What follows belongs to an exercise in optimizing a design on an open flow for small area; a production flow would make more cautious choices.
Function was checked by simulation only, so behaviour that the tests miss may differ from the original.
Power is estimated from default activity; no workload was simulated.

--- flow/flow/run.sh ---
#!/bin/bash
# Standard ORFS layout, with small port buffers, a lighter clock tree, and
# synthesis cells brought to their smallest drive strength before floorplanning.
set -euo pipefail
here=$(pwd)
export PRE_FLOORPLAN_TCL="$here/flow/downsize.tcl"
export BUFFER_PORTS_ARGS="-buffer_cell sky130_fd_sc_hd__buf_1"
export CTS_ARGS="-sink_clustering_enable -repair_clock_nets -dont_use_dummy_load -buf_list {sky130_fd_sc_hd__clkbuf_4} -root_buf sky130_fd_sc_hd__clkbuf_4 -sink_clustering_size 12 -sink_clustering_max_diameter 45"
bash standard.sh finish > flow_make.log 2>&1
--- flow/flow/downsize.tcl ---
# Run before floorplanning, on the standard synthesis netlist. Registers are
# left as they are; only the combinational cells change.
set_dont_use $::env(DONT_USE_CELLS)

# drop synthesis buffers, then re-map the combinational logic for area
remove_buffers
file mkdir $::env(OBJECTS_DIR)/rmp
restructure -liberty_file [lindex $::env(LIB_FILES) 0] -target area \
  -tielo_port [join $::env(TIELO_CELL_AND_PORT) /] \
  -tiehi_port [join $::env(TIEHI_CELL_AND_PORT) /] \
  -work_dir $::env(OBJECTS_DIR)/rmp
report_design_area

# Give every combinational cell the smallest drive strength of its function
# (timing has several ns of slack; repair_design re-buffers any net that needs it).
set n 0
set saved 0.0
foreach inst [get_cells *] {
  set master [get_property $inst ref_name]
  if { ![regexp {^(sky130_fd_sc_hd__[a-z0-9]+)_([0-9]+)$} $master -> base drv] } { continue }
  if { [string match "*__df*" $base] || [string match "*__sdf*" $base] || [string match "*__edf*" $base] } { continue }
  if { [string match "*__conb*" $base] || [string match "*tap*" $base] || [string match "*__clk*" $base] } { continue }
  set best ""
  set best_area [get_property [get_lib_cells */$master] area]
  foreach d {0 1 2} {
    if { $d >= $drv } { break }
    set cand [get_lib_cells -quiet */${base}_$d]
    if { [llength $cand] == 0 } { continue }
    if { [get_property $cand dont_use] } { continue }
    set a [get_property $cand area]
    if { $a < $best_area } { set best ${base}_$d; set best_area $a }
  }
  if { $best ne "" } {
    set saved [expr { $saved + [get_property [get_lib_cells */$master] area] - $best_area }]
    replace_cell $inst [get_lib_cells */$best]
    incr n
  }
}
puts "downsize: resized $n cells, saving [format %.1f $saved] um2"
report_design_area
--- flow/standard.sh ---
#!/bin/bash
# synth_recipe.tcl (not shown) runs the flow's synth.tcl, then flattens the netlist and writes it again
# the make line also repeats each setting of config.mk as NAME=value (left out here)
make -C /OpenROAD-flow-scripts/flow DESIGN_CONFIG=/design/flow/config.mk WORK_HOME=/design/flow/orfs CLKGATE_MAP_FILE= SYNTH_SCRIPT=/design/flow/synth_recipe.tcl "${@:-finish}"
--- flow/config.mk ---
export PLATFORM = sky130hd
export DESIGN_NAME = ipmb_watchdog
export DESIGN_NICKNAME = ipmb_watchdog
export VERILOG_FILES = /design/flow/design.v
export SDC_FILE = /design/flow/constraint.sdc
export NUM_CORES = 4
export LEC_CHECK = 0
export ABC_AREA = 1
export CAP_MARGIN = 0
export CORE_MARGIN = 2
export CORE_UTILIZATION = 70
export GPL_ROUTABILITY_DRIVEN = 0
export GPL_TIMING_DRIVEN = 0
export PLACE_DENSITY = 0.8
export SLEW_MARGIN = 0
--- flow/constraint.sdc ---
create_clock -name core_clock -period 10.0 [get_ports {clk}]
set_input_delay 2.0000 -clock core_clock [delete_from_list [all_inputs] [get_ports {clk}]]
set_output_delay 2.0000 -clock core_clock [all_outputs]
set_load 0.01 [all_outputs]
--- flow/design.v ---
`timescale 1ns / 1ps
module ipmb_watchdog # (
   parameter integer TIMEOUT = 5000
)
(
    input clk,
    input rst,
    output [29:0] gpio_0,
    output [31:0] gpio_1,
    input [1:0] scl_i_in,
    input [1:0] scl_t_in,
    input [1:0] sda_i_in,
    input [1:0] sda_t_in,
    input [1:0] sv_scl_o,
    input [1:0] sv_scl_t,
    input ms_scl_o,
    input ms_scl_t,
    input [1:0] sv_sda_o,
    input [1:0] sv_sda_t,
    input ms_sda_o,
    input ms_sda_t
);
    localparam [12:0] MATCH_MSK = 13'h07fe;
    localparam [12:0] MATCH_VAL = 13'h06be;
    wire [19:0] x = {ms_sda_t, ms_sda_o, sv_sda_t[1], sv_sda_o[1], sv_sda_t[0], sv_sda_o[0],
                     ms_scl_t, ms_scl_o, sv_scl_t[1], sv_scl_o[1], sv_scl_t[0], sv_scl_o[0],
                     sda_t_in[1], sda_i_in[1], sda_t_in[0], sda_i_in[0],
                     scl_t_in[1], scl_i_in[1], scl_t_in[0], scl_i_in[0]};
    reg  [12:0] cnt [0:19];
    reg  [19:0] sflag;      
    wire [19:0] hit;        
    wire [19:0] ev;         
    genvar i, j;
    generate
        for (i = 0; i < 20; i = i + 1) begin : g_single
            assign hit[i] = (cnt[i] & MATCH_MSK) == MATCH_VAL;
            assign ev[i]  = ~x[i] & hit[i];
            always @(posedge clk) begin
                if (rst | x[i] | hit[i])
                    cnt[i] <= 13'd0;
                else
                    cnt[i] <= {~cnt[i][11:0], cnt[i][12] ^ cnt[i][2]};
                if (rst)
                    sflag[i] <= 1'b1;
                else if (ev[i])
                    sflag[i] <= 1'b0;
            end
        end
    endgenerate
    reg  [9:0] sel;         
    wire [9:0] pev;         
    reg  [9:4] pflag;       
    reg  [7:0] gcnt [0:3];
    generate
        for (i = 0; i < 10; i = i + 1) begin : g_pair
            assign pev[i] = ~x[2*i] & ~x[2*i+1] & (sel[i] ? hit[2*i] : hit[2*i+1]);
            always @(posedge clk) begin
                if (rst)
                    sel[i] <= 1'b1;
                else
                    sel[i] <= x[2*i] | (~x[2*i+1] & sel[i]);
            end
            if (i < 4) begin : g_cnt
                wire [8:0] k;
                assign k[0] = pev[i] & ~&gcnt[i];
                for (j = 0; j < 8; j = j + 1) begin : g_k
                    assign k[j+1] = k[j] & gcnt[i][j];
                end
                always @(posedge clk) begin
                    if (rst)
                        gcnt[i] <= 8'd0;
                    else
                        gcnt[i] <= gcnt[i] ^ k[7:0];
                end
            end else begin : g_flag
                always @(posedge clk) begin
                    if (rst)
                        pflag[i] <= 1'b1;
                    else if (pev[i])
                        pflag[i] <= 1'b0;
                end
            end
        end
    endgenerate
    wire [3:0] cflag;
    assign cflag[0] = ~|gcnt[0];
    assign cflag[1] = ~|gcnt[1];
    assign cflag[2] = ~|gcnt[2];
    assign cflag[3] = ~|gcnt[3];
    assign gpio_0 = {pflag[9:7], sflag[19:14], pflag[6:4], sflag[13:8],
                     cflag[3:2], sflag[7:4], cflag[1:0], sflag[3:0]};
    assign gpio_1 = {gcnt[3], gcnt[2], gcnt[1], gcnt[0]};
endmodule
==> results of run 1 <==
==> metal layers <==
layer  global-route usage [%]  routed length (um)  vias up
met5                        0                   0        -
met4                    6.032                 264        0
met3                    4.387                 667       22
met2                    35.63                6937      102
met1                    29.41                7382     2978
li1                         -                   -     3403
==> registers in the layout, indices dropped and copies added, names as in the netlist <==
| signal | cells |
|---|---|
| cnt | 260 |
| gcnt | 32 |
| sflag | 20 |
| sel | 10 |
| pflag | 6 |
==> metrics by stage <==
stage	util, %	total power [mW]
finish	77.56	1.964
global placement	75.62	1.490
floorplan	-	1.465
detailed placement	75.78	1.495
global route	77.56	2.056
CTS	77.54	1.984
==> report_power, final <==
group,internal [mW],switching (mW),total (mW)
Sequential,1.37,0.0316,1.40
Combinational,0.0227,0.0428,0.0655
Clock,0.143,0.356,0.499
Total,1.53,0.431,1.96
==> worst register-to-register path: stages (launching register included) <==
cell      delay (ps)
dfxtp_1          400
nand4_1          120
nor4_1           400
o221ai_1         200
nor2_1           160
clkinv_1          90
nor2_1           140
clkinv_1         100
nor2_1           160
clkinv_1         110
nor2_1           160
clkinv_1         110
nor2_1           170
clkinv_1         110
nor2_1           160
clkinv_1         110
nor2_1           140
a211oi_1          60
==> final cells by class <==
type                       count  share of cell area, %
tap                          176                  2.144
inverter                      92                  3.362
clock buffer                  31                  2.266
timing repair buffer          84                  3.240
antenna                        1                0.02436
multi-input combinational    532                  25.03
sequential                   328                  63.93
==> path summary, 6_finish.rpt <==
check | from | to | slack (ps) | cells past startpoint
worst max-delay path | gcnt[1][6]$_SDFF_PP0_ | gpio_0[5] | 5980 | 3
worst min-delay path | cnt[5][3]$_SDFF_PP0_ | cnt[5][4]$_SDFF_PP0_ | 380 | 1
worst min register to register | cnt[5][3]$_SDFF_PP0_ | cnt[5][4]$_SDFF_PP0_ | 380 | 1
worst max register to register | cnt[0][2]$_SDFF_PP0_ | gcnt[0][6]$_SDFF_PP0_ | 6970 | 17
==> results_dict.tcl, run 1 <==
set metrics [dict create \
    cts_made_buffers 31 \
    htree_levels 1 \
    placed_cell_area_sq_um 10040 \
    grt_pass1_vias 6052 \
    critPathKind "flop to primary output" \
    finalHoldViolations 0 \
    cp.required_ps 8000 \
    ioPinCount 84 \
    track_usage_pct 21.68 \
    cp-end-kind "primary output" \
    ir_drop_v 0.0001432 \
    syn-cell-area_sq_um 9483 \
    hold_class "flop to flop" \
    clk_path_buf_depth 3 \
    path_max_fanout 3 \
    mostFrequentLayoutCells "dfxtp_1 (328), nor2_1 (305), clkinv_1 (92)" \
    clk_latency_ps 680 \
    yosysWarnings 3 \
    cp_top_family "simple AND/OR/NAND/NOR gates" \
    coreArea_sq_um 13240 \
    area_delta_synth_final_pct 8.312 \
    fin_tns_setup_ps 0 \
    hpwl_um 10460 \
    cts_resized 0 \
    place_worst_setup_slack_ps 5564 \
    dr_total_vias 6505 \
    die-area_sq_um 14490 \
    ant_nets 0 \
    antenna_found_initial 1 \
    drive_gt1_share_pct 3.093 \
    layout.nets 1091 \
    clk_pin_slew_ps 120 \
    final_common_cell "dfxtp_1" \
    die_width_um 120.4 \
    leakage_nw 4.056 \
    cts_setup_buffers 0 \
    crit_path_max_incr_delay_ps 400 \
    rsz0062_at_grt "no" \
    wl_per_cell_um 12.26 \
    finalNonFillerCells 1244 \
    postCtsHoldBufs 0 \
    place_inst 1212 \
    root_buffer "clkbuf_4" \
    grt_start_max_net_pins 31 \
    synthCells 952 \
    drt-vias-per-instance 5.229 \
    drc 0 \
    slowest_stage "nor4_1" \
    regArea_sq_um 6566 \
    crit_chain "or3_1, nor4_1, buf_1" \
    gr-total-overflow 0 \
    fin_area_sq_um 10270 \
    finClkSkew_ps 33.51 \
    slew_headroom_pct 28.66 \
    multi_input_area_sq_um 2571 \
    max_freq_mhz 249.0 \
    initial_core_util_pct 71.61 \
    syn_area_per_cell_sq_um 9.961 \
    drt_iter0_drc 381 \
    wl_um 15250 \
    fin_crit_ps 4016 \
    die_y_um 120.4 \
    final-setup-viol-count 0 \
    cts_tree "built" \
    max_slew.worst_pin.slew_ps 1063 \
    finalCritPeriodShare_pct 40.16 \
    cts.sinks 328 \
    setup_ws_ps 5984 \
    row_count 42 \
    maxCapViolations 0 \
    port_buffers 83 \
    whs_ps 375.9 \
    p_per_area_nw_per_um2 191.2 \
    n_fill_cell 951 \
    critical_path_arrival_ps 2020 \
    grt_pass1_wl_um 26370 \
    cp-start-kind "flop" \
    final_max_slew_viol_count 0 \
    outcome "timing/DRC/antenna clean" \
    critPathBufInv 1 \
    synth_fp_nets 974 \
    dr.pass1.iters 6 \
]
==> run 2: changes to the inputs <==
--- a/flow/config.mk
+++ b/flow/config.mk
@@ -10,6 +10,4 @@
 export CORE_MARGIN = 2
 export CORE_UTILIZATION = 70
-export GPL_ROUTABILITY_DRIVEN = 0
-export GPL_TIMING_DRIVEN = 0
-export PLACE_DENSITY = 0.8
+export PLACE_DENSITY = 0.9
 export SLEW_MARGIN = 0
==> run 2 against run 1 <==
Compared with the run above: still clean; area after synthesis unchanged; critical path depth grew 14; clock skew is 2.5 ps lower.
==> results_dict.tcl, run 2 <==
set metrics [dict create \
    ioPinCount 84 \
    dr.pass1.iters 4 \
    finalNonFillerCells 1243 \
    root_buffer "clkbuf_4" \
    top_usage_layer "met2" \
    track_usage_pct 22.94 \
    synth_fp_nets 974 \
    wl_per_cell_um 12.93 \
    slew_headroom_pct 32.12 \
    drt_iter0_drc 267 \
    top_register "cnt" \
    die-area_sq_um 14490 \
    p_per_area_nw_per_um2 191.4 \
    yosysWarnings 3 \
    initial_core_util_pct 71.61 \
    outcome "timing/DRC/antenna clean" \
    place_worst_setup_slack_ps 5574 \
    drive_gt1_share_pct 3.093 \
    place_inst 1212 \
    finClkSkew_ps 31.06 \
    gp_congestion 0.7849 \
    postCtsHoldBufs 0 \
    syn-cell-area_sq_um 9483 \
    maxCapViolations 0 \
    htree_levels 1 \
    setup_ws_ps 6130 \
    cts_tree "built" \
    layout.nets 1091 \
    use_met3_pct 4.575 \
    crit-reg2reg-launch "cnt[2][8]$_SDFF_PP0_" \
    ant_nets 0 \
    r2r_slack_ps 6920 \
    grt_pass1_vias 6390 \
    rr_worst_depth 16 \
    cp.required_ps 10520 \
    ir_drop_v 0.0001288 \
    fin_crit_ps 3870 \
    antenna_found_initial 0 \
    leakage_nw 4.051 \
    hpwl_um 11170 \
    largestRegisters "cnt: 260 flops, gcnt: 32 flops, sflag: 20 flops" \
    die_y_um 120.4 \
    dr_total_vias 6634 \
    cts.sinks 328 \
    die_width_um 120.4 \
    cts_made_buffers 31 \
    r2r-end "gcnt[1][6]$_SDFF_PP0_" \
    mostFrequentLayoutCells "dfxtp_1 (328), nor2_1 (305), clkinv_1 (92)" \
    clk_path_buf_depth 3 \
    finalCritPeriodShare_pct 38.70 \
    final-setup-viol-count 0 \
    max_slew.worst_pin.slew_ps 1012 \
    clk_pin_slew_ps 110 \
    final_common_cell "dfxtp_1" \
    area_delta_synth_final_pct 8.154 \
    grt_start_max_net_pins 55 \
    largest_reg_flops 260 \
    critPathKind "primary input to flop" \
    syn_area_per_cell_sq_um 9.961 \
    drt-vias-per-instance 5.337 \
    critical_path_arrival_ps 4390 \
    drc 0 \
    worstSetupEndpoint "gcnt[3][6]$_SDFF_PP0_" \
    path_max_fanout 3 \
    cp-start-kind "primary input" \
    max_freq_mhz 258.4 \
    hold_class "flop to flop" \
    wl_um 16070 \
    cts_setup_buffers 0 \
    antenna_cells 0 \
    synthCells 952 \
    rsz0062_at_grt "no" \
    use_met1_pct 29.93 \
    finalHoldViolations 0 \
    gr-total-overflow 0 \
    gr-usage-met2_pct 39.41 \
    cp-end-kind "flop" \
    fin_tns_setup_ps 0 \
    cts_resized 0 \
    coreArea_sq_um 13240 \
    final_max_slew_viol_count 0 \
    grt_pass1_wl_um 27660 \
    worstSetupStartpoint "sda_i_in[1]" \
    row_count 42 \
    port_buffers 83 \
    clk_latency_ps 650 \
]
## run 2: worst min-delay path by stage
| stage | from | end | slack, ps | depth (start not counted) |
|---|---|---|---|---|
| after global routing | cnt[13][11]$_SDFF_PP0_ | cnt[13][12]$_SDFF_PP0_ | 380 | 1 |
| after detailed placement | cnt[3][0]$_SDFF_PP0_ | cnt[3][1]$_SDFF_PP0_ | 370 | 1 |
| final | cnt[13][11]$_SDFF_PP0_ | cnt[13][12]$_SDFF_PP0_ | 350 | 1 |
| after global placement | cnt[4][0]$_SDFF_PP0_ | cnt[4][1]$_SDFF_PP0_ | 370 | 1 |
| after CTS | cnt[13][11]$_SDFF_PP0_ | cnt[13][12]$_SDFF_PP0_ | 350 | 1 |
| after floorplan | cnt[0][11]$_SDFF_PP0_ | cnt[0][12]$_SDFF_PP0_ | 370 | 1 |
## run 2: stage by stage
stage | cell area, sq um | total power, mW | hold slack [ps] | util (%)
after floorplan | 9483 | 1.465 | 368.2 | -
after detailed placement | 10020 | 1.496 | 373.1 | 75.69
after global placement | 10020 | 1.489 | 369.5 | 75.69
after CTS | 10260 | 1.982 | 351.3 | 77.45
final | 10260 | 1.963 | 346.4 | 77.45
after global routing | 10260 | 2.053 | 380.0 | 77.45
## run 2: per-layer routing
layer,share of wire [%],vias up,routed length (um)
li1,-,3400,-
met1,46,3071,7432
met2,47,136,7574
met3,4.9,27,783
met4,1.7,0,278
met5,0,-,0
## run 2: power breakdown
part,internal (mW),switching (mW)
sequential,1.37,0.0332
clock,0.143,0.354
combinational,0.0221,0.0435
## run 2: cell type report
type	instances	area, sq um
clock buffers	31	232.7
well taps	176	220.2
flip-flops and latches	328	6566
fillers	904	2987
inverters	92	345.3
repair buffers	84	320.3
multi-input cells	532	2571
## run 2: critical path, cell delays in order
cell	delay, ps
buf_1	100
a311oi_1	310
o221ai_1	210
nor2_1	170
clkinv_1	100
nor2_1	140
clkinv_1	110
nor2_1	150
clkinv_1	100
nor2_1	170
clkinv_1	110
nor2_1	150
clkinv_1	100
nor2_1	140
clkinv_1	110
nor2_1	160
a211oi_1	70
==> run 3: changes to the inputs <==
--- a/flow/config.mk
+++ b/flow/config.mk
@@ -10,4 +10,4 @@
 export CORE_MARGIN = 2
 export CORE_UTILIZATION = 70
-export PLACE_DENSITY = 0.9
+export PLACE_DENSITY = 0.8
 export SLEW_MARGIN = 0
==> run 3 against run 2 <==
Compared with the run above: global-route usage down 1.4 points; critical path type is now flop to primary output; synthesized cell count stayed put; final cell count barely moved; area after synthesis stayed put; combinational power fell by 3%; non-clock buffer count unchanged.
==> results_dict.tcl, run 3 <==
set metrics [dict create \
    p_int_mw 1.533 \
    die-area_sq_um 14490 \
    yosysWarnings 3 \
    max_freq_mhz 251.3 \
    drt_iter0_drc 342 \
    outcome "timing/DRC/antenna clean" \
    final_max_slew_viol_count 0 \
    place_worst_setup_slack_ps 5615 \
    port_buffers 83 \
    r2r_slack_ps 6980 \
    drt-vias-per-instance 5.170 \
    track_usage_pct 21.50 \
    gp_congestion 0.7869 \
    finClkSkew_ps 50.90 \
    fin_tns_setup_ps 0 \
    row_count 42 \
    clkPwrFrac_pct 25.2 \
    path_max_fanout 4 \
    wl_um 14910 \
    final-setup-viol-count 0 \
    critPathKind "flop to primary output" \
    p_sw_share_pct 21.66 \
    pwr-share-comb_pct 3.3 \
    syn_area_per_cell_sq_um 9.961 \
    ant_nets 0 \
    mostFrequentLayoutCells "dfxtp_1 (328), nor2_1 (305), clkinv_1 (92)" \
    leakage_nw 4.051 \
    synth_fp_nets 974 \
    hpwl_um 10230 \
    grt_pass1_vias 6086 \
    cts_resized 0 \
    p_switching_mw 0.4238 \
    finalCritPeriodShare_pct 39.80 \
    fin_crit_ps 3980 \
    initial_core_util_pct 71.61 \
    cts_made_buffers 31 \
    top_register "cnt" \
    clk_path_buf_depth 3 \
    syn-cell-area_sq_um 9483 \
    antenna_found_initial 1 \
    finalHoldViolations 0 \
    grt_pass1_wl_um 26320 \
    power_frac_seq_pct 71.5 \
    largestRegisters "cnt: 260 flops, gcnt: 32 flops, sflag: 20 flops" \
    dr.pass1.iters 5 \
    gr-total-overflow 0 \
    grt_start_max_net_pins 55 \
    htree_levels 1 \
    p_per_area_nw_per_um2 190.7 \
    utilization_pct 77.47 \
    dr_total_vias 6431 \
    maxCapViolations 0 \
    ir_drop_v 0.0001176 \
    cts.sinks 328 \
    whs_ps 333.6 \
    cts_tree "built" \
    area_delta_synth_final_pct 8.181 \
    cp-end-kind "primary output" \
    clk_pin_slew_ps 110 \
    ioPinCount 84 \
    layout.nets 1091 \
    placed_cell_area_sq_um 10020 \
    coreArea_sq_um 13240 \
    root_buffer "clkbuf_4" \
    die_y_um 120.4 \
    rsz0062_at_grt "no" \
    final_common_cell "dfxtp_1" \
    cp.required_ps 8000 \
    synthCells 952 \
    postCtsHoldBufs 0 \
    setup_ws_ps 6020 \
    cp-start-kind "flop" \
    cts_setup_buffers 0 \
    wl_per_cell_um 11.98 \
    hold_class "flop to flop" \
    fin_area_sq_um 10260 \
    largest_reg_flops 260 \
    drive_gt1_share_pct 3.093 \
    drc 0 \
    clk_latency_ps 670 \
    max_slew.worst_pin.slew_ps 1045 \
    slew_headroom_pct 29.93 \
    critical_path_arrival_ps 1980 \
    die_width_um 120.4 \
]
-- run 3: critical path, cell delays in order, from the launching register on --
cell	delay (ps)
dfxtp_1	360
or3_1	370
nor4_1	440
buf_1	200
-- run 3: layer usage --
| layer | vias to the layer above | global-route usage (%) | share of wire, % |
|---|---|---|---|
| met5 | - | 0 | 0 |
| met4 | 0 | 5.741 | 1.5 |
| met2 | 113 | 35.20 | 44 |
| li1 | 3392 | - | - |
| met3 | 20 | 4.151 | 5.0 |
| met1 | 2906 | 29.53 | 49 |
-- run 3: area by class of cell --
| cell class | count | area [sq um] |
|---|---|---|
| Multi-Input combinational cell | 532 | 2571 |
| Tap cell | 176 | 220.2 |
| Fill cell | 990 | 2984 |
| Clock buffer | 31 | 232.7 |
| Timing Repair Buffer | 84 | 320.3 |
| Sequential cell | 328 | 6566 |
| Antenna cell | 1 | 2.502 |
| Inverter | 92 | 345.3 |
-- run 3: path summary, 6_finish.rpt --
check | from | to | depth (start not counted)
max | gcnt[1][7]$_SDFF_PP0_ | gpio_0[5] | 3
min | cnt[13][11]$_SDFF_PP0_ | cnt[13][12]$_SDFF_PP0_ | 1
max reg2reg | cnt[4][2]$_SDFF_PP0_ | gcnt[2][6]$_SDFF_PP0_ | 17
min reg2reg | cnt[13][11]$_SDFF_PP0_ | cnt[13][12]$_SDFF_PP0_ | 1
-- run 3: metrics by stage --
| stage | std cells | total power [mW] |
|---|---|---|
| 6_report | 1244 | 1.956 |
| 5_1_grt | 1244 | 2.050 |
| 4_1_cts | 1243 | 1.979 |
| 3_5_place_dp | 1212 | 1.494 |
| 3_3_place_gp | 1212 | 1.490 |
| 2_1_floorplan | 952 | 1.465 |
-- run 3: power groups by stage --
stage	combinational, mW	clock (mW)	sequential (mW)
2_1_floorplan	0.0435	0	1.42
3_3_place_gp	0.0622	0	1.43
3_5_place_dp	0.0653	0	1.43
4_1_cts	0.0651	0.514	1.40
5_1_grt	0.0756	0.566	1.41
6_report	0.0639	0.493	1.40
==> run 4: changes to the inputs <==
==> flow/flow/run.sh (replaced) <==
#!/bin/bash
# Standard ORFS layout, with small port buffers, a lighter clock tree, and
# synthesis cells brought to their smallest drive strength before floorplanning.
set -euo pipefail
here=$(pwd)
export PRE_FLOORPLAN_TCL="$here/flow/downsize.tcl"
export BUFFER_PORTS_ARGS="-buffer_cell sky130_fd_sc_hd__buf_1"
export CTS_ARGS="-sink_clustering_enable -repair_clock_nets -dont_use_dummy_load -buf_list {sky130_fd_sc_hd__clkbuf_16} -root_buf sky130_fd_sc_hd__clkbuf_16 -sink_clustering_size 30 -sink_clustering_max_diameter 60"
bash standard.sh finish > flow_make.log 2>&1
==> run 4 against run 3 <==
Compared with the run above: power is 7.1% higher; critical path depth is 14 higher; first-iteration DRC count is 18% lower; synthesized cell count stayed put; final cell count is 1.4% lower; sequential share of layout area is 0.86 points lower; critical path type is now primary input to flop; routed wire length is 2.3% higher; non-clock buffer count stayed put; sequential cell count stayed put.
==> results_dict.tcl, run 4 <==
set metrics [dict create \
    drt-vias-per-instance 5.170 \
    root_buffer "clkbuf_16" \
    final-setup-viol-count 0 \
    slew_headroom_pct 27.39 \
    syn-cell-area_sq_um 9483 \
    hpwl_um 10230 \
    cts_made_buffers 15 \
    synthCells 952 \
    routed-wl-met3_um 694 \
    fin_tns_setup_ps 0 \
    clk_path_buf_depth 3 \
    wl_per_cell_um 12.42 \
    grt_start_max_net_pins 55 \
    yosysWarnings 3 \
    largestRegisters "cnt: 260 flops, gcnt: 32 flops, sflag: 20 flops" \
    cp-start-kind "primary input" \
    max_slew.worst_pin.slew_ps 1082 \
    mostFrequentLayoutCells "dfxtp_1 (328), nor2_1 (305), clkinv_1 (92)" \
    critical_path_arrival_ps 4300 \
    cts_resized 0 \
    placed_cell_area_sq_um 10020 \
    p_int_mw 1.660 \
    cts_setup_buffers 0 \
    gp_congestion 0.7869 \
    rsz0062_at_grt "no" \
    coreArea_sq_um 13240 \
    maxCapViolations 0 \
    antenna_cells 0 \
    die_width_um 120.4 \
    cts.sinks 328 \
    path_max_fanout 3 \
    initial_core_util_pct 71.61 \
    dr_total_vias 6344 \
    ant_nets 0 \
    drive_gt1_share_pct 1.618 \
    track_usage_pct 21.54 \
    wl_um 15240 \
    cp.required_ps 10300 \
    max_freq_mhz 250.2 \
    fin_crit_ps 3997 \
    critPathKind "primary input to flop" \
    grt_pass1_wl_um 26340 \
    ioPinCount 84 \
    drc 0 \
    n_fill_cell 932 \
    port_buffers 83 \
    cts_tree "built" \
    outcome "timing/DRC/antenna clean" \
    p_sw_share_pct 20.75 \
    pwr-share-comb_pct 3.1 \
    final_common_cell "dfxtp_1" \
    antenna_found_initial 0 \
    largest_reg_flops 260 \
    top_register "cnt" \
    p_per_area_nw_per_um2 201.5 \
    cp-end-kind "flop" \
    area_delta_synth_final_pct 9.658 \
    met2_length_um 6859 \
    synth_fp_nets 974 \
    clk_latency_ps 490 \
    top_layer_used "met4" \
    leakage_nw 4.094 \
    hold_class "flop to flop" \
    wirelength_met1_um 7432 \
    final_max_slew_viol_count 0 \
    drt_iter0_drc 280 \
    dr.pass1.iters 4 \
    power_frac_seq_pct 66.8 \
    die-area_sq_um 14490 \
    fin_area_sq_um 10400 \
    multi_input_area_sq_um 2571 \
    postCtsHoldBufs 0 \
    ir_drop_v 0.0001627 \
    clk_pin_slew_ps 100 \
    finClkSkew_ps 54.25 \
    die_y_um 120.4 \
    syn_area_per_cell_sq_um 9.961 \
    clkPwrFrac_pct 30.1 \
    htree_levels 1 \
    layout.nets 1075 \
    p_switching_mw 0.4348 \
    finalHoldViolations 0 \
    gr-total-overflow 0 \
    grt_pass1_vias 5933 \
    finalCritPeriodShare_pct 39.97 \
    regArea_sq_um 6566 \
    row_count 42 \
]
[run 4: per-stage QoR]
step	instances	power (mW)	worst slack (ps)	utilization, %	hold slack, ps
4_1_cts	1227	2.108	6056	78.52	366.8
2_1_floorplan	952	1.465	6047	-	368.2
3_5_place_dp	1212	1.494	5615	75.69	371.4
3_3_place_gp	1212	1.490	5756	75.69	369.0
6_report	1227	2.095	6003	78.52	360.7
5_1_grt	1227	2.169	5596	78.52	370.7
[run 4: worst max-delay path, cell delays in order]
cell and delay (ps):
buf_1 100, a311oi_1 290, o221ai_1 190, nor2_1 160, clkinv_1 100, nor2_1 130, clkinv_1 100, nor2_1 140
clkinv_1 100, nor2_1 140, clkinv_1 100, nor2_1 130, clkinv_1 100, nor2_1 170, clkinv_1 130, nor2_1 140
a211oi_1 60
[run 4: per-layer routing]
layer / track usage (%) / vias to the layer above
met4: 3.924 / 0
met2: 36.58 / 108
met1: 29.59 / 2869
met5: 0 / -
li1: - / 3350
met3: 3.585 / 17
[run 4: final timing paths]
| check | slack, ps | from | depth (start not counted) | endpoint |
|---|---|---|---|---|
| worst max-delay path | 6000 | scl_i_in[0] | 17 | gcnt[0][6]$_SDFF_PP0_ |
| worst min-delay path | 360 | cnt[4][11]$_SDFF_PP0_ | 1 | cnt[4][12]$_SDFF_PP0_ |
| worst max register to register | 6990 | cnt[6][8]$_SDFF_PP0_ | 17 | gcnt[3][6]$_SDFF_PP0_ |
| worst min register to register | 360 | cnt[4][11]$_SDFF_PP0_ | 1 | cnt[4][12]$_SDFF_PP0_ |
[run 4: area by class of cell]
class / instances / share of cell area (%)
well taps: 176 / 2.118
flip-flops and latches: 328 / 63.15
multi-input cells: 532 / 24.73
repair buffers: 84 / 3.080
clock buffers: 15 / 3.610
inverters: 92 / 3.321
[run 4: power by group through the flow]
stage	clock (mW)	sequential, mW	combinational (mW)
finish	0.631	1.40	0.0646
global placement	0	1.43	0.0622
floorplan	0	1.42	0.0435
global route	0.685	1.41	0.0760
CTS	0.643	1.40	0.0657
detailed placement	0	1.43	0.0653
==> run 5: changes to the inputs <==
==> flow/flow/run.sh (replaced) <==
#!/bin/bash
# Standard ORFS layout, with small port buffers, a lighter clock tree, and
# synthesis cells brought to their smallest drive strength before floorplanning.
set -euo pipefail
here=$(pwd)
export PRE_FLOORPLAN_TCL="$here/flow/downsize.tcl"
export BUFFER_PORTS_ARGS="-buffer_cell sky130_fd_sc_hd__buf_1"
export CTS_ARGS="-sink_clustering_enable -repair_clock_nets -dont_use_dummy_load -buf_list {sky130_fd_sc_hd__clkbuf_4} -root_buf sky130_fd_sc_hd__clkbuf_4 -sink_clustering_size 11 -sink_clustering_max_diameter 45"
bash standard.sh finish > flow_make.log 2>&1
--- a/flow/flow/downsize.tcl
+++ b/flow/flow/downsize.tcl
@@ -6,8 +6,11 @@
 remove_buffers
 file mkdir $::env(OBJECTS_DIR)/rmp
-restructure -liberty_file [lindex $::env(LIB_FILES) 0] -target area \
-  -tielo_port [join $::env(TIELO_CELL_AND_PORT) /] \
-  -tiehi_port [join $::env(TIEHI_CELL_AND_PORT) /] \
-  -work_dir $::env(OBJECTS_DIR)/rmp
+# two passes: the second one still finds some area to recover
+foreach pass {1 2} {
+  restructure -liberty_file [lindex $::env(LIB_FILES) 0] -target area \
+    -tielo_port [join $::env(TIELO_CELL_AND_PORT) /] \
+    -tiehi_port [join $::env(TIEHI_CELL_AND_PORT) /] \
+    -work_dir $::env(OBJECTS_DIR)/rmp
+}
 report_design_area
 
==> run 5 against run 4 <==
Compared with the run above: still clean; final cell count increased by 1.2%; highest routed layer unchanged; area after synthesis down 0.51%; clock skew increased by 6.1 ps; critical endpoint unchanged; clock power is 16% lower; largest cell class unchanged; non-clock buffer count unchanged.
==> results_dict.tcl, run 5 <==
set metrics [dict create \
    grt_pass1_vias 6195 \
    clk_latency_ps 610 \
    initial_core_util_pct 71.52 \
    cts_tree "built" \
    cts_resized 0 \
    htree_levels 2 \
    grt_start_max_net_pins 57 \
    drt_iter0_drc 297 \
    finalNonFillerCells 1242 \
    area_delta_synth_final_pct 8.620 \
    drive_gt1_share_pct 3.568 \
    mostFrequentLayoutCells "dfxtp_1 (328), nor2_1 (302), buf_1 (82)" \
    fin_area_sq_um 10250 \
    die_width_um 120.1 \
    clk_pin_slew_ps 100 \
    cts.sinks 328 \
    placed_cell_area_sq_um 9975 \
    ant_nets 0 \
    coreArea_sq_um 13190 \
    largestRegisters "cnt: 260 flops, gcnt: 32 flops, sflag: 20 flops" \
    ioPinCount 84 \
    cp-end-kind "flop" \
    drc 0 \
    wl_per_cell_um 12.42 \
    finalCritPeriodShare_pct 38.30 \
    critPathKind "primary input to flop" \
    path_max_fanout 3 \
    synthCells 945 \
    wl_um 15420 \
    slew_headroom_pct 34.30 \
    final_max_slew_viol_count 0 \
    syn-cell-area_sq_um 9434 \
    dr.pass1.iters 4 \
    rsz0062_at_grt "no" \
    syn_area_per_cell_sq_um 9.983 \
    antenna_found_initial 1 \
    leakage_nw 4.133 \
    top_register "cnt" \
    max_slew.worst_pin.slew_ps 979.5 \
    cp.required_ps 10450 \
    yosysWarnings 3 \
    track_usage_pct 22.35 \
    n_fill_cell 922 \
    critical_path_arrival_ps 4280 \
    max_freq_mhz 261.1 \
    final-setup-viol-count 0 \
    postCtsHoldBufs 0 \
    power_mw 1.997 \
    die_y_um 120.1 \
    layout.nets 1089 \
    outcome "timing/DRC/antenna clean" \
    fin_crit_ps 3830 \
    hpwl_um 10190 \
    largest_reg_flops 260 \
    synth_fp_nets 967 \
    maxCapViolations 0 \
    row_count 42 \
    hold_class "flop to flop" \
    p_per_area_nw_per_um2 194.9 \
    fin_tns_setup_ps 0 \
    grt_pass1_wl_um 26700 \
    dr_total_vias 6543 \
    place_inst 1205 \
    die-area_sq_um 14420 \
    drt-vias-per-instance 5.268 \
    finClkSkew_ps 60.34 \
    root_buffer "clkbuf_4" \
    cp-start-kind "primary input" \
    final_common_cell "dfxtp_1" \
    gp_congestion 0.7712 \
    clk_path_buf_depth 3 \
    ir_drop_v 0.0001539 \
    cts_made_buffers 36 \
    port_buffers 83 \
    cts_setup_buffers 0 \
    finalHoldViolations 0 \
    whs_ps 344.3 \
    gr-total-overflow 0 \
]
[run 5: report_power, final]
group	switching, mW	total (mW)	internal, mW
clock	0.364	0.531	0.167
combinational	0.0429	0.0651	0.0221
sequential	0.0328	1.40	1.37
total	0.440	2.00	1.56
[run 5: critical path: stages]
cell,delay [ps]
buf_1,100
a311oi_1,280
o221ai_1,200
nor2_1,180
clkinv_1,100
nor2_1,140
clkinv_1,110
nor2_1,150
clkinv_1,100
nor2_1,140
clkinv_1,100
nor2_1,150
clkinv_1,100
nor2_1,140
clkinv_1,90
nor2_1,130
a211oi_1,60
[run 5: cell type report]
type / count / area [sq um] / area share, %
sequential: 328 / 6566 / 64.08
multi-input combinational: 547 / 2605 / 25.42
tap: 176 / 220.2 / 2.149
timing repair buffer: 84 / 320.3 / 3.126
clock buffer: 36 / 270.3 / 2.637
antenna: 1 / 2.502 / 0.02442
inverter: 70 / 262.8 / 2.564
[run 5: per-layer routing]
layer	GRT usage, %	wire [um]
met5	0	0
met4	8.235	278
met3	4.373	558
met2	36.54	7080
met1	29.68	7504
[run 5: metrics by stage]
step	utilization, %	worst slack (ps)
finish	77.69	6170
global route	77.69	5800
CTS	77.67	6195
detailed placement	75.62	5583
global placement	75.62	5769
floorplan	-	6051
[run 5: final timing paths]
check	from	cells after the start	to	slack, ps
max	scl_i_in[0]	17	gcnt[0][6]$_SDFF_PP0_	6170
min reg2reg	cnt[12][1]$_SDFF_PP0_	1	cnt[12][2]$_SDFF_PP0_	340
min	cnt[12][1]$_SDFF_PP0_	1	cnt[12][2]$_SDFF_PP0_	340
max reg2reg	cnt[0][2]$_SDFF_PP0_	17	gcnt[0][6]$_SDFF_PP0_	6910
==> run 6: changes to the inputs <==
==> flow/flow/run.sh (replaced) <==
#!/bin/bash
# Standard ORFS layout, with small port buffers, a lighter clock tree, and
# synthesis cells brought to their smallest drive strength before floorplanning.
set -euo pipefail
here=$(pwd)
export PRE_FLOORPLAN_TCL="$here/flow/downsize.tcl"
export BUFFER_PORTS_ARGS="-buffer_cell sky130_fd_sc_hd__buf_1"
export CTS_ARGS="-sink_clustering_enable -repair_clock_nets -dont_use_dummy_load -buf_list {sky130_fd_sc_hd__clkbuf_4} -root_buf sky130_fd_sc_hd__clkbuf_4 -sink_clustering_size 12 -sink_clustering_max_diameter 45"
bash standard.sh finish > flow_make.log 2>&1
==> run 6 against run 5 <==
Compared with the run above: critical path depth unchanged; clock skew down 11 ps; cell area is 0.37% lower; maximum frequency down 0.51%; critical path type unchanged; highest routed layer unchanged.
==> results_dict.tcl, run 6 <==
set metrics [dict create \
    outcome "timing/DRC/antenna clean" \
    hold_path_startpoint "cnt[15][11]$_SDFF_PP0_" \
    cts_resized 0 \
    cts_made_buffers 31 \
    max_freq_mhz 259.7 \
    slew_headroom_pct 34.44 \
    cts_setup_buffers 0 \
    drt_iter0_drc 349 \
    die_width_um 120.1 \
    row_count 42 \
    rsz0062_at_grt "no" \
    grt_pass1_wl_um 26340 \
    die-area_sq_um 14420 \
    clk_path_buf_depth 3 \
    r2r-end "gcnt[0][6]$_SDFF_PP0_" \
    cts_tree "built" \
    final_common_cell "dfxtp_1" \
    syn_area_per_cell_sq_um 9.983 \
    largest_reg_flops 260 \
    p_per_area_nw_per_um2 192.1 \
    wl_per_cell_um 12.17 \
    finClkSkew_ps 49.03 \
    yosysWarnings 3 \
    finalCritPeriodShare_pct 38.50 \
    drt-vias-per-instance 5.259 \
    setup_ws_ps 6150 \
    postCtsHoldBufs 0 \
    worstHoldEndpoint "cnt[15][12]$_SDFF_PP0_" \
    synthCells 945 \
    ant_nets 0 \
    rr_worst_depth 17 \
    cp-end-kind "flop" \
    final-setup-viol-count 0 \
    cp.required_ps 10520 \
    htree_levels 1 \
    dr.pass1.iters 5 \
    ioPinCount 84 \
    gp_congestion 0.7712 \
    crit_chain "buf_1, a311oi_1, o221ai_1, nor2_1, clkinv_1, nor2_1, clkinv_1, nor2_1, clkinv_1, nor2_1, clkinv_1, nor2_1, clkinv_1, nor2_1, clkinv_1, nor2_1, a211oi_1" \
    crit_path_max_incr_delay_ps 280 \
    crit-reg2reg-launch "cnt[0][2]$_SDFF_PP0_" \
    finalHoldViolations 0 \
    dr_total_vias 6506 \
    drive_gt1_share_pct 3.113 \
    die_y_um 120.1 \
    grt_pass1_vias 6140 \
    gr-total-overflow 0 \
    syn-cell-area_sq_um 9434 \
    slowest_stage "a311oi_1" \
    hpwl_um 10190 \
    fin_crit_ps 3850 \
    top_register "cnt" \
    hold_depth 1 \
    clk_pin_slew_ps 110 \
    coreArea_sq_um 13190 \
    power_mw 1.962 \
    hold_class "flop to flop" \
    largestRegisters "cnt: 260 flops, gcnt: 32 flops, sflag: 20 flops" \
    final_max_slew_viol_count 0 \
    place_worst_setup_slack_ps 5583 \
    ir_drop_v 0.0001345 \
    path_max_fanout 3 \
    grt_start_max_net_pins 57 \
    fin_tns_setup_ps 0 \
    root_buffer "clkbuf_4" \
    cp-start-kind "primary input" \
    critical_path_arrival_ps 4370 \
    cpMostUsedCell "nor2_1" \
    r2r_slack_ps 6840 \
    mostFrequentLayoutCells "dfxtp_1 (328), nor2_1 (302), buf_1 (82)" \
    clk_latency_ps 670 \
    leakage_nw 4.110 \
    initial_core_util_pct 71.52 \
    wl_um 15050 \
    critPathKind "primary input to flop" \
    port_buffers 83 \
    maxCapViolations 0 \
    antenna_found_initial 1 \
    max_slew.worst_pin.slew_ps 977.4 \
    synth_fp_nets 967 \
    drc 0 \
    cts.sinks 328 \
    layout.nets 1084 \
    area_delta_synth_final_pct 8.223 \
    track_usage_pct 21.72 \
]
[run 6: worst max-delay path: cells and delay by family]
family / cells / cell delay, ps
buf+inv: 7 / 730
simple gates: 7 / 1080
compound gates: 3 / 540
[run 6: cell type report]
cell class,instances,area (sq um)
Tap cell,176,220.2
Clock buffer,31,232.7
Sequential cell,328,6566
Multi-Input combinational cell,547,2605
Inverter,70,262.8
Antenna cell,1,2.502
Fill cell,926,2980
Timing Repair Buffer,84,320.3
[run 6: report_power, final]
group	switching [mW]	internal, mW	total (mW)
clock network	0.355	0.142	0.497
registers	0.0323	1.37	1.40
logic	0.0425	0.0221	0.0646
total	0.429	1.53	1.96
[run 6: layer usage]
metal / vias to the layer above / global-route usage, % / part of all wire, % / routed length (um)
li1: 3385 / - / - / -
met1: 2993 / 29.42 / 49 / 7341
met2: 103 / 35.51 / 45 / 6805
met3: 25 / 4.278 / 4.3 / 647
met4: 0 / 6.618 / 1.7 / 256
met5: - / 0 / 0 / 0
[run 6: worst max-delay path by stage]
stage	startpoint	end	slack [ps]	cells after the start
global placement	scl_i_in[0]	gcnt[0][6]$_SDFF_PP0_	5770	17
floorplan	scl_i_in[0]	gcnt[0][6]$_SDFF_PP0_	6050	15
detailed placement	scl_i_in[0]	gcnt[0][6]$_SDFF_PP0_	5580	17
finish	scl_i_in[0]	gcnt[0][6]$_SDFF_PP0_	6150	17
global route	scl_i_in[0]	gcnt[0][6]$_SDFF_PP0_	5830	17
CTS	gcnt[3][4]$_SDFF_PP0_	gpio_0[11]	6110	3
[run 6: per-stage QoR]
step	hold WS (ps)	util, %	cell area, sq um	std cells
3_5_place_dp	372.1	75.62	9975	1205
2_1_floorplan	368.2	-	9434	945
4_1_cts	385.1	77.39	10210	1236
6_report	371.4	77.40	10210	1237
3_3_place_gp	368.7	75.62	9975	1205
5_1_grt	392.2	77.40	10210	1237

-- afterwards: timing with drivers on the ports --
Ports are ideal in the flow. The routed layouts listed here were re-timed in OpenROAD. Step 1 (the two cells are an assumption about what drives the block):
set clk [get_ports {clk}]
set_driving_cell -lib_cell sky130_fd_sc_hd__clkbuf_16 $clk
set_driving_cell -lib_cell sky130_fd_sc_hd__buf_2 [delete_from_list [all_inputs] $clk]
Step 2 times the ports against the registers' clock, not the clock port: input delays grow and output delays shrink by t, the midpoint of the rising clock arrivals with the driver on. Three values: no drivers, after step 1, after step 2; two values: the first two.
run	shift t [ns]	setup slack, ns	worst setup path after step 2
run 1	0.698	5.984 / 5.946 / 5.537	input to register
run 2	0.672	6.130 / 6.100 / 5.466	input to register
run 3	0.662	6.020 / 5.984 / 5.585	input to register
run 4	0.505	6.003 / 6.020 / 5.515	input to register
run 5	0.617	6.170 / 6.183 / 5.567	input to register
run 6	0.684	6.150 / 6.136 / 5.476	input to register
After both steps every run listed still meets setup and hold. For run 6, which loses most, drivers alone change the setup slack by -0.014 ns; drivers and shift together by -0.674 ns.
